This design comes from an exercise in tuning for small area, a short achievable clock period and few clock cycles on the open sky130 flow, not from production work. The RTL was checked by simulation tests, not by an equivalence proof against the original design. Power is estimated from default activity; no workload was simulated.

## lane 1
Design top, start of the top module:
module top (
    input         clk_i,
    input         rst_i,
    input  [7:0]  addr_i,
    input  [31:0] data_i,
    input         wr_vi,
    output [31:0] data_o
);
==> flow/config.mk <==
export PLATFORM = sky130hd
export DESIGN_NAME = top
export DESIGN_NICKNAME = top
export VERILOG_FILES = /design/flow/design.v
export SDC_FILE = /design/flow/constraint.sdc
export NUM_CORES = 8
export LEC_CHECK = 0
export CAP_MARGIN = 20
export CORE_MARGIN = 2
export CORE_UTILIZATION = 55
export CTS_CLUSTER_DIAMETER = 80
export CTS_CLUSTER_SIZE = 30
export PLACE_DENSITY = 0.7
export SETUP_SLACK_MARGIN = 3.7
export SLEW_MARGIN = 20
export SYNTH_HIERARCHICAL = 1
export SYNTH_MINIMUM_KEEP_SIZE = 0
==> flow/constraint.sdc <==
create_clock -name core_clock -period 6.5 [get_ports {clk_i}]
set_input_delay 1.3000 -clock core_clock [delete_from_list [all_inputs] [get_ports {clk_i}]]
set_output_delay 1.3000 -clock core_clock [all_outputs]
set_load 0.01 [all_outputs]
run.sh (not shown) runs the stock make flow with config.mk's settings and CLKGATE_MAP_FILE= SYNTH_SCRIPT=/design/flow/synth_recipe.tcl, a recipe that flattens the netlist after the stock synthesis.
The final layout from lane 1, which completed every stage, passed the timing, design-rule and antenna checks at the end of the flow.
Testbench counts of lane 1, summed over its fixed seeds: cycles 13,056.
Setup changes, lane 1 to lane 2
Settings: a change of CTS_CLUSTER_SIZE from 30 to 25; a change of CORE_UTILIZATION from 55 to 60.
### Flow results
- Between lane 2 and lane 1, the difference in design area is negligible.
- Looking only at largest fanout on the critical path, and setting everything else aside, the higher value of lane 2 and lane 1 goes to lane 2.
- Comparing lane 2 and lane 1, wire length of the first global-routing pass is lower on lane 1.
- Relative to lane 1, the post-route total power of lane 2 is higher by about 0.7%.
- [compare] base=lane 1 new=lane 2: sequential cell area held steady; combinational share of power was more or less identical.
--- input diff lane 2..lane 3 ---
Settings: CORE_UTILIZATION changed from 60 to 55; PLACE_DENSITY changed from 0.7 to 0.8.
Notes after the runs:
Power: lane 3 vs lane 2 — no meaningful difference
Summary of lane 3 over lane 2: fraction of the cycle the final worst path needs now sits higher, routability congestion estimate from global placement picked up an extra 0.018.

* * *

Setup of tundra:
Starting RTL as in the previous note.
clock: 6.5 ns
lec_check: 0
cap_margin: 20
core_margin: 2
core_utilization: 50
cts_cluster_diameter: 80
cts_cluster_size: 25
place_density: 0.7
setup_slack_margin: 3.7
slew_margin: 20
synth_hierarchical: 1
synth_minimum_keep_size: 0
Testbench counts of tundra, summed over its fixed seeds: cycles 13,056.
For indigo, these inputs were changed with respect to tundra:
- CORE_UTILIZATION changed from 50 to 55
## What came out
- Proportion of total power due to net switching down 0.22 points in indigo wrt tundra
- When indigo is measured against tundra, its pin count of the biggest net entering global routing turns out 91% higher.
- When the final numbers for indigo and tundra were put side by side, the met1 routed wirelength after detailed routing turned out to be greater in indigo.
- Higher number of global-route vias before repair goes to tundra over indigo.

* * *

Setup of red:
Another version of the RTL of top (not shown whole).
Size in the first run: roughly 6600 cells after synthesis, ~1600 flip-flops, roughly 79000 µm² of cells after synthesis.
clock: 6.5 ns
lec_check: 0
cap_margin: 20
core_margin: 2
core_utilization: 30
cts_cluster_diameter: 80
cts_cluster_size: 25
place_density: 0.7
setup_slack_margin: 3.7
slew_margin: 20
synth_hierarchical: 1
synth_minimum_keep_size: 0
Testbench counts of red, summed over its fixed seeds: cycles 13,056.
[inputs] blue vs red
Settings: SETUP_SLACK_MARGIN now 3.5, was 3.7; CORE_UTILIZATION now 55, was 30.
Findings:
blue finished every step from synthesis to the final layout, and the layout passed the timing, design-rule and antenna checks.
Lower met2 usage in global routing was reported by red, not blue.
Re share of total power in combinational logic: red was higher than blue.
Looking only at biggest cell delay along the critical path, and setting everything else aside, the higher value of blue and red goes to red.
| worst setup slack | blue vs red | worse |
Side by side, sequential share of layout area turned out higher in blue than in red.
red reports its capture point of the worst path as C[3][10] while blue reports sa_bd[0][0].
Of blue and red, it is blue that has the higher met3 track utilization from global routing.
Min cell count across blue and red: blue
Pin count of the biggest net entering global routing on blue is up relative to red.
Relative to blue, the following input files were edited for green:
Settings: CORE_UTILIZATION: 55 -> 65; PLACE_DENSITY: 0.7 -> 0.75; SETUP_SLACK_MARGIN: 3.5 -> 3.7.
==> comparison <==
Diff blue -> green | leakage power | up slightly. Detail-routed via count per cell, green vs blue: up by a few percent. blue has higher clock period minus worst slack than green.
What orange does differently from green at the input level:
Settings: CORE_UTILIZATION: 65 -> 45; PLACE_DENSITY: 0.75 -> 0.7.
Findings:
Every run in the comparison, green and orange, completed the flow with a clean layout. Clock buffer count from CTS: orange vs green up 3. Compare green and orange | first-pass iteration count of the detailed router higher: green. Run comparison: green slowest cell on the critical path a222oi_1; orange slowest cell on the critical path o21ai_4. As far as static leakage is concerned, green and orange perform about the same. In orange, the first-pass GRT wire length came out 11000 µm above the value in green.

* * *

top again, from the RTL that the note above started with.
make LEC_CHECK=0 CAP_MARGIN=20 CORE_MARGIN=2 CORE_UTILIZATION=55 CTS_CLUSTER_DIAMETER=80 CTS_CLUSTER_SIZE=25 PLACE_DENSITY=0.7 SETUP_SLACK_MARGIN=3.9 SLEW_MARGIN=20 SYNTH_HIERARCHICAL=1 SYNTH_MINIMUM_KEEP_SIZE=0 finish   # period 6.5 ns
Testbench counts at the start, summed over its fixed seeds: cycles 13,056.
Edit:
Settings changed: SETUP_SLACK_MARGIN 3.9 to 3.7.
Final area drops by 5.1%.
Clock-buffer cell count is unchanged.
Sequential power hardly moves.
Wire length drops by 6.5%.
Utilization drops by 3.3 points.
Global-route usage drops by 2.1 points.

## separate check: timing with driven ports
The results above use ideal ports. As a check the final layouts listed here were re-extracted and re-timed, cells and wires unchanged.
Step 1 assumes that a clkbuf_16 drives the clock port and a buf_2 every other input.
Step 2 moves the port delays by t, midway between the first and last clock arrival at a register: inputs arrive t later, outputs are due t later. That takes back most of the time a late clock gives input paths.
Three values: no drivers, after step 1, after step 2; two values: the first two.
run	t, ns	slack for setup (ns)	clock arrival spread, ns
lane 1	0.807	3.642 / 3.662 / 2.865	0.063 / 0.062
lane 2	0.800	3.568 / 3.608 / 2.811	0.063 / 0.063
lane 3	0.812	3.327 / 3.327 / 2.774	0.051 / 0.050
tundra	0.828	3.579 / 3.611 / 2.783	0.069 / 0.069
indigo	0.810	3.614 / 3.626 / 2.815	0.057 / 0.057
red	0.844	3.492 / 3.330 / 2.487	0.098 / 0.099
blue	0.826	3.391 / 3.423 / 2.601	0.071 / 0.071
green	0.785	3.502 / 3.480 / 2.695	0.055 / 0.055
orange	0.816	3.572 / 3.384 / 2.569	0.067 / 0.067
the first run of note 4	0.837	3.645 / 3.645 / 2.821	0.063 / 0.064
the second run of note 4	0.806	3.601 / 3.614 / 2.808	0.078 / 0.078
After both steps setup and hold are still met in every run listed. The setup slack of red, which loses most, moves by -0.162 ns with the drivers and by -1.005 ns with both steps.
